Background: an optimization exercise with open tools, aiming at small area, a short achievable clock period and few clock cycles. Do not read the settings as production practice. Where RTL was checked, it was by simulation tests only, not by an equivalence proof against the original.

Setup of onyx:
==> module CONVCOR, before the edit <==
module CONVCOR(
  input             clk,
  input             rst_n,
  input             in_valid,
  input      [15:0] in_a,
  input      [15:0] in_b,
  input             in_mode,
  output            out_valid,
  output     [35:0] out
);
reg  [3:0]  cnt;           
reg         mode;          
reg  [15:0] ra0, ra1, ra2, rb0, rb1, rb2;   
reg  [15:0] x;             
reg  [3:0]  yr_one, yr_two, yr_neg, yi_one, yi_two, yi_neg;
reg  [1:0]  np, nq;
reg  [17:0] ps_ra, ps_rb, ps_ia, ps_ib;
reg  [35:0] acc, q, o;
reg         ld_q, o_sum, o_q;
reg         ov, ovn;       
wire        idle    = (cnt == 4'd0);
wire        start   = idle & in_valid;
wire        mode_nx = start ? in_mode : mode;
wire        cj      = idle ? in_mode : mode;
reg  [3:0]  cnt_nx;
always @(*) begin
  if (!rst_n)                                          cnt_nx = 4'd0;
  else if (idle)                                       cnt_nx = in_valid ? 4'd2 : 4'd0;
  else if ((mode && cnt == 4'd6) || (!mode && cnt == 4'd12)) cnt_nx = 4'd0;
  else                                                 cnt_nx = cnt + 4'd1;
end
reg [1:0] xs, ys;
reg       uacc_nx, ld_q_nx, o_sum_nx, o_q_nx, ov_nx;
always @(*) begin
  xs = 2'd3; ys = 2'd3;
  uacc_nx = 1'b0; ld_q_nx = 1'b0; o_sum_nx = 1'b0; o_q_nx = 1'b0; ov_nx = 1'b0;
  if (mode) begin
    case (cnt)
      4'd3: uacc_nx = 1'b1;
      4'd4: begin uacc_nx = 1'b1; o_sum_nx = 1'b1; end
      4'd5: ov_nx = 1'b1;
      default: ;
    endcase
  end else begin
    case (cnt)
      4'd2:  begin xs = 2'd0;             o_sum_nx = 1'b1; end
      4'd3:  begin xs = 2'd0; ys = 2'd1; end
      4'd4:  begin xs = 2'd1; ys = 2'd1; uacc_nx = 1'b1; ld_q_nx = 1'b1; end
      4'd5:  begin xs = 2'd0; ys = 2'd1; end
      4'd6:  begin xs = 2'd2; ys = 2'd1; uacc_nx = 1'b1; end
      4'd7:  begin xs = 2'd1; ys = 2'd0; uacc_nx = 1'b1; ld_q_nx = 1'b1; o_q_nx = 1'b1; ov_nx = 1'b1; end
      4'd8:  begin xs = 2'd1; ys = 2'd2;                                  o_q_nx = 1'b1; ov_nx = 1'b1; end
      4'd9:  begin xs = 2'd2; ys = 2'd2; uacc_nx = 1'b1; o_sum_nx = 1'b1;                 ov_nx = 1'b1; end
      4'd10: begin                                         o_sum_nx = 1'b1;                 ov_nx = 1'b1; end
      4'd11: begin                                                                          ov_nx = 1'b1; end
      default: ;
    endcase
  end
  if (!rst_n) begin
    uacc_nx = 1'b0; ld_q_nx = 1'b0; o_sum_nx = 1'b0; o_q_nx = 1'b0; ov_nx = 1'b0;
  end
end
always @(posedge clk) begin
  cnt  <= cnt_nx;
  mode <= mode_nx;
  ld_q <= ld_q_nx; o_sum <= o_sum_nx; o_q <= o_q_nx;
  ov   <= ov_nx;
  ovn  <= ~ov_nx;
end
wire ld_ring = (cnt <= 4'd3);
always @(posedge clk) begin
  ra0 <= ld_ring ? in_a : ra2;  ra1 <= ra0;  ra2 <= ra1;
  rb0 <= ld_ring ? in_b : rb2;  rb1 <= rb0;  rb2 <= rb1;
end
wire [15:0] x_nx = (xs == 2'd0) ? ra0 : (xs == 2'd1) ? ra1 : (xs == 2'd2) ? ra2 : in_a;
wire [15:0] y_nx = (ys == 2'd0) ? rb0 : (ys == 2'd1) ? rb1 : (ys == 2'd2) ? rb2 : in_b;
function [11:0] booth;   
  input [7:0] v;
  input       ng;
  integer k;
  reg b2, b1, b0;
  begin
    for (k = 0; k < 4; k = k + 1) begin
      b2 = v[2*k+1]; b1 = v[2*k]; b0 = (k == 0) ? 1'b0 : v[2*k-1];
      booth[k]     = b1 ^ b0;
      booth[4+k]   = (b2 & ~b1 & ~b0) | (~b2 & b1 & b0);
      booth[8+k]   = b2 ^ ng;
    end
  end
endfunction
wire [11:0] eyr = booth(y_nx[15:8], 1'b0);
wire [11:0] eyi = booth(y_nx[7:0], cj);
always @(posedge clk) begin
  x <= x_nx;
  {yr_neg, yr_two, yr_one} <= eyr;
  {yi_neg, yi_two, yi_one} <= eyi;
  np <= {eyr[11] & ~eyi[11], eyr[11] ^ ~eyi[11]};
  nq <= {eyr[11] & eyi[11],  eyr[11] ^ eyi[11]};
end
wire [17:0] ra, rb, ia, ib;
ptree u_pt (.xr(x[15:8]), .xi(x[7:0]),
            .yr_one(yr_one), .yr_two(yr_two), .yr_neg(yr_neg),
            .yi_one(yi_one), .yi_two(yi_two), .yi_neg(yi_neg),
            .np(np), .nq(nq), .ra(ra), .rb(rb), .ia(ia), .ib(ib));
always @(posedge clk) begin
  ps_ra <= ra; ps_rb <= rb; ps_ia <= ia; ps_ib <= ib;
end
wire [17:0] gr = acc[35:18], gi = acc[17:0];
wire [17:0] sr_s = ps_ra ^ ps_rb ^ gr;
wire [17:0] sr_c = (ps_ra & ps_rb) | (ps_ra & gr) | (ps_rb & gr);
wire [17:0] si_s = ps_ia ^ ps_ib ^ gi;
wire [17:0] si_c = (ps_ia & ps_ib) | (ps_ia & gi) | (ps_ib & gi);
wire [17:0] sr = sr_s + {sr_c[16:0], 1'b0};
wire [17:0] si = si_s + {si_c[16:0], 1'b0};
wire [35:0] sum = {sr, si};
always @(posedge clk) begin
  acc <= {36{uacc_nx}} & sum;    
  if (ld_q) q <= sum;
  if (o_sum)    o <= sum;
  else if (o_q) o <= q;
end
assign out_valid = ov;
assign out = {~({18{ovn}} | ~o[35:18]), {18{ov}} & o[17:0]};
endmodule
export LEC_CHECK = 0
export CAP_MARGIN = 20
export CORE_MARGIN = 2
export CORE_UTILIZATION = 40
export SLEW_MARGIN = 20
create_clock -name core_clock -period 10.0 [get_ports {clk}]
standard.sh (not shown) runs the stock make flow with config.mk's settings and CLKGATE_MAP_FILE= SYNTH_SCRIPT=/design/flow/synth_recipe.tcl, a recipe that flattens the netlist after the stock synthesis.
==> flow/flow/run.sh <==
#!/bin/bash
set -euo pipefail
bash standard.sh SETUP_SLACK_MARGIN=6.8 "BUFFER_PORTS_ARGS=-buffer_cell sky130_fd_sc_hd__buf_2" finish > make_finish.log 2>&1
Testbench counts of onyx, summed over its fixed seeds: cycles 21,468.
> inputs changed (onyx -> juniper)
--- a/flow/design.v
+++ b/flow/design.v
@@ -17,7 +17,7 @@
 reg  [17:0] ps_ra, ps_rb, ps_ia, ps_ib;
 reg  [35:0] acc, q, o;
 reg         ld_q, o_sum, o_q;
-reg         ov, ovn;       
+reg         ov;
 wire        idle    = (cnt == 4'd0);
 wire        start   = idle & in_valid;
 wire        mode_nx = start ? in_mode : mode;
@@ -65,7 +65,6 @@
   mode <= mode_nx;
   ld_q <= ld_q_nx; o_sum <= o_sum_nx; o_q <= o_q_nx;
   ov   <= ov_nx;
-  ovn  <= ~ov_nx;
 end
 wire ld_ring = (cnt <= 4'd3);
 always @(posedge clk) begin
@@ -120,7 +119,7 @@
   else if (o_q) o <= q;
 end
 assign out_valid = ov;
-assign out = {~({18{ovn}} | ~o[35:18]), {18{ov}} & o[17:0]};
+assign out = {36{ov}} & o;
 endmodule
 module ptree(
   input  [7:0] xr, input [7:0] xi,
### Flow results
Per the comparison of juniper with onyx, via count now sits higher, number of slew-limit violations in the final report roughly the same, adder and majority cell fraction of the synthesized area went down, total routed wire length on the met1 layer grew by 4.5%.
The layout clock buffer count reported for juniper is greater than that of onyx by about 6.5%.
Of juniper and onyx, the run reporting the lower global-route usage was onyx.
Against onyx as the reference, juniper delivers a higher area added between synthesis and finish.
In juniper, the routed wire length came out 1.6 mm above the value in onyx.
Taking onyx as the reference, in juniper arrival time of the worst setup path picked up an extra 0.10 ns, number of H-tree levels ~0 delta, wire length on met3 moved down.
The RTL of juniper was laid out without a check of its function.

* * *

Setup of build 6:
Another version of the RTL of CONVCOR (not shown whole).
For scale: ~1600 cells after synthesis, about 330 flip-flops, about 18000 sq um of cells after synthesis.
Design CONVCOR, start of the top module:
module CONVCOR(
  input             clk,
  input             rst_n,
  input             in_valid,
  input      [15:0] in_a,
  input      [15:0] in_b,
  input             in_mode,
  output            out_valid,
  output     [35:0] out
);
==> module CONVCOR, before the edit <==
module CONVCOR(
  input             clk,
  input             rst_n,
  input             in_valid,
  input      [15:0] in_a,
  input      [15:0] in_b,
  input             in_mode,
  output            out_valid,
  output     [35:0] out
);
reg  [3:0]  cnt;           
reg         mode;          
reg  [15:0] ra0, ra1, ra2, rb0, rb1, rb2;   
reg  [15:0] x;             
reg  [3:0]  yr_one, yr_two, yr_neg, yi_one, yi_two, yi_neg;
reg  [1:0]  np, nq;
reg  [17:0] ps_ra, ps_rb, ps_ia, ps_ib;
reg  [35:0] acc, q, o;
reg         ld_q, o_sum, o_q;
reg         ov, ovn;       
reg         ov_pre;        
reg         ovd, ovdn;     
wire        idle    = (cnt == 4'd0);
wire        start   = idle & in_valid;
wire        mode_nx = start ? in_mode : mode;
wire        cj      = idle ? in_mode : mode;
reg  [3:0]  cnt_nx;
always @(*) begin
  if (!rst_n)                                          cnt_nx = 4'd0;
  else if (idle)                                       cnt_nx = in_valid ? 4'd2 : 4'd0;
  else if ((mode && cnt == 4'd6) || (!mode && cnt == 4'd12)) cnt_nx = 4'd0;
  else                                                 cnt_nx = cnt + 4'd1;
end
reg [1:0] xs, ys;
reg       uacc_nx, ld_q_nx, o_sum_nx, o_q_nx, ov_nx;
always @(*) begin
  xs = 2'd3; ys = 2'd3;
  uacc_nx = 1'b0; ld_q_nx = 1'b0; o_sum_nx = 1'b0; o_q_nx = 1'b0; ov_nx = 1'b0;
  if (mode) begin
    case (cnt)
      4'd3: uacc_nx = 1'b1;
      4'd4: begin uacc_nx = 1'b1; o_sum_nx = 1'b1; end
      4'd5: ov_nx = 1'b1;
      default: ;
    endcase
  end else begin
    case (cnt)
      4'd2:  begin xs = 2'd0;             o_sum_nx = 1'b1; end
      4'd3:  begin xs = 2'd0; ys = 2'd1; end
      4'd4:  begin xs = 2'd1; ys = 2'd1; uacc_nx = 1'b1; ld_q_nx = 1'b1; end
      4'd5:  begin xs = 2'd0; ys = 2'd1; end
      4'd6:  begin xs = 2'd2; ys = 2'd1; uacc_nx = 1'b1; end
      4'd7:  begin xs = 2'd1; ys = 2'd0; uacc_nx = 1'b1; ld_q_nx = 1'b1; o_q_nx = 1'b1; ov_nx = 1'b1; end
      4'd8:  begin xs = 2'd1; ys = 2'd2;                                  o_q_nx = 1'b1; ov_nx = 1'b1; end
      4'd9:  begin xs = 2'd2; ys = 2'd2; uacc_nx = 1'b1; o_sum_nx = 1'b1;                 ov_nx = 1'b1; end
      4'd10: begin                                         o_sum_nx = 1'b1;                 ov_nx = 1'b1; end
      4'd11: begin                                                                          ov_nx = 1'b1; end
      default: ;
    endcase
  end
  if (!rst_n) begin
    uacc_nx = 1'b0; ld_q_nx = 1'b0; o_sum_nx = 1'b0; o_q_nx = 1'b0; ov_nx = 1'b0;
  end
end
wire ov_pre_nx = mode_nx ? (cnt_nx == 4'd5) : (cnt_nx >= 4'd7 && cnt_nx <= 4'd11);
always @(posedge clk) begin
  cnt  <= cnt_nx;
  mode <= mode_nx;
  ld_q <= ld_q_nx; o_sum <= o_sum_nx; o_q <= o_q_nx;
  ov   <= ov_nx;
  ovn  <= ~ov_nx;
  ov_pre <= ov_pre_nx;
  ovd  <= ov_pre & rst_n;
  ovdn <= ~(ov_pre & rst_n);
end
wire ld_ring = (cnt <= 4'd3);
always @(posedge clk) begin
  ra0 <= ld_ring ? in_a : ra2;  ra1 <= ra0;  ra2 <= ra1;
  rb0 <= ld_ring ? in_b : rb2;  rb1 <= rb0;  rb2 <= rb1;
end
wire [15:0] x_nx = (xs == 2'd0) ? ra0 : (xs == 2'd1) ? ra1 : (xs == 2'd2) ? ra2 : in_a;
wire [15:0] y_nx = (ys == 2'd0) ? rb0 : (ys == 2'd1) ? rb1 : (ys == 2'd2) ? rb2 : in_b;
function [11:0] booth;   
  input [7:0] v;
  input       ng;
  integer k;
  reg b2, b1, b0;
  begin
    for (k = 0; k < 4; k = k + 1) begin
      b2 = v[2*k+1]; b1 = v[2*k]; b0 = (k == 0) ? 1'b0 : v[2*k-1];
      booth[k]     = b1 ^ b0;
      booth[4+k]   = (b2 & ~b1 & ~b0) | (~b2 & b1 & b0);
      booth[8+k]   = b2 ^ ng;
    end
  end
endfunction
wire [11:0] eyr = booth(y_nx[15:8], 1'b0);
wire [11:0] eyi = booth(y_nx[7:0], cj);
always @(posedge clk) begin
  x <= x_nx;
  {yr_neg, yr_two, yr_one} <= eyr;
  {yi_neg, yi_two, yi_one} <= eyi;
  np <= {eyr[11] & ~eyi[11], eyr[11] ^ ~eyi[11]};
  nq <= {eyr[11] & eyi[11],  eyr[11] ^ eyi[11]};
end
wire [17:0] ra, rb, ia, ib;
ptree u_pt (.xr(x[15:8]), .xi(x[7:0]),
            .yr_one(yr_one), .yr_two(yr_two), .yr_neg(yr_neg),
            .yi_one(yi_one), .yi_two(yi_two), .yi_neg(yi_neg),
            .np(np), .nq(nq), .ra(ra), .rb(rb), .ia(ia), .ib(ib));
always @(posedge clk) begin
  ps_ra <= ra; ps_rb <= rb; ps_ia <= ia; ps_ib <= ib;
end
wire [17:0] gr = acc[35:18], gi = acc[17:0];
wire [17:0] sr_s = ps_ra ^ ps_rb ^ gr;
wire [17:0] sr_c = (ps_ra & ps_rb) | (ps_ra & gr) | (ps_rb & gr);
wire [17:0] si_s = ps_ia ^ ps_ib ^ gi;
wire [17:0] si_c = (ps_ia & ps_ib) | (ps_ia & gi) | (ps_ib & gi);
wire [17:0] sr = sr_s + {sr_c[16:0], 1'b0};
wire [17:0] si = si_s + {si_c[16:0], 1'b0};
wire [35:0] sum = {sr, si};
always @(posedge clk) begin
  acc <= {36{uacc_nx}} & sum;    
  if (ld_q) q <= sum;
  if (o_sum)    o <= sum;
  else if (o_q) o <= q;
end
assign out_valid = ov;
assign out = {~({9{ovdn}} | ~o[35:27]), {9{ovd}} & o[26:18], ~({9{ovn}} | ~o[17:9]), {9{ov}} & o[8:0]};
endmodule
clock: 10.0 ns
lec_check: 0
cap_margin: 20
core_margin: 2
core_utilization: 40
cts_cluster_diameter: 80
cts_cluster_size: 24
slew_margin: 20
Scripts as last shown in full above: flow/flow/run.sh
Setup changes, build 6 to build 17
--- a/flow/design.v
+++ b/flow/design.v
@@ -71,18 +71,20 @@
   ovn  <= ~ov_nx;
   ov_pre <= ov_pre_nx;
   ovd  <= ov_pre & rst_n;
   ovdn <= ~(ov_pre & rst_n);
 end
 wire ld_ring = (cnt <= 4'd3);
+wire [15:0] ra0_nx = ld_ring ? in_a : ra2;
+wire [15:0] rb0_nx = ld_ring ? in_b : rb2;
 always @(posedge clk) begin
-  ra0 <= ld_ring ? in_a : ra2;  ra1 <= ra0;  ra2 <= ra1;
-  rb0 <= ld_ring ? in_b : rb2;  rb1 <= rb0;  rb2 <= rb1;
+  ra0 <= ra0_nx;  ra1 <= ra0;  ra2 <= ra1;
+  rb0 <= rb0_nx;  rb1 <= rb0;  rb2 <= rb1;
 end
-wire [15:0] x_nx = (xs == 2'd0) ? ra0 : (xs == 2'd1) ? ra1 : (xs == 2'd2) ? ra2 : in_a;
-wire [15:0] y_nx = (ys == 2'd0) ? rb0 : (ys == 2'd1) ? rb1 : (ys == 2'd2) ? rb2 : in_b;
+wire [15:0] x_nx = (xs == 2'd0) ? ra0 : (xs == 2'd1) ? ra1 : ra0_nx;
+wire [15:0] y_nx = (ys == 2'd0) ? rb0 : (ys == 2'd1) ? rb1 : rb0_nx;
 function [11:0] booth;   
   input [7:0] v;
   input       ng;
   integer k;
   reg b2, b1, b0;
   begin
## What came out
- STATUS total standard cell area after synthesis: build 17 wins against build 6
- NOTE: area growth from synthesis to final layout in build 17 exceeds that of build 6
- The total number of vias of build 17 was superior to that of build 6.
- Diff build 17..build 6 | final count of pins violating max slew | unchanged
- Simple-gate portion of the synthesized area (higher): build 6
- Final weighted congestion of routability-driven global placement (build 17 over build 6): decrease, about 3%
- NOTE: share of synthesized area spent on multiplexers in build 17 exceeds that of build 6
- Setup slack in build 17 is larger than in build 6.
- Build 17 against build 6: delay of the slowest cell on the worst path went down 0.02 ns, count of inverters not on the clock network in the layout has increased, maximum frequency has increased.
No functional check of the RTL was part of any run of this note.

==> separate check: timing with driven ports <==
The results above use ideal ports. As a check the final layouts listed here were re-extracted and re-timed, cells and wires unchanged. Step 1 (the two cells are an assumption about what drives the block):
set clk [get_ports {clk}]
set_driving_cell -lib_cell sky130_fd_sc_hd__clkbuf_16 $clk
set_driving_cell -lib_cell sky130_fd_sc_hd__buf_2 [delete_from_list [all_inputs] $clk]
Step 2, shift: input delay + t, output delay - t, t = (earliest + latest rising clock arrival at the registers) / 2. This alone moves slack from input paths to output paths. a / b / c = no drivers / after step 1 / after step 2; a / b = the first two.
run	t (ns)	setup slack, ns	worst register clock-pin slew, ns	worst data-port slew with drivers (ns)	pins driven straight from the clock port
onyx	0.593	6.750 / 6.696 / 6.677	0.06 / 0.06	0.05	1
juniper	0.587	6.652 / 6.599 / 6.642	0.07 / 0.07	0.05	1
build 6	0.589	6.769 / 6.716 / 6.396	0.09 / 0.09	0.05	1
build 17	0.583	6.793 / 6.737 / 6.377	0.09 / 0.09	0.04	1
After both steps setup and hold are still met in every run listed. For build 17, which loses most, drivers alone change the setup slack by -0.056 ns; drivers and shift together by -0.416 ns.
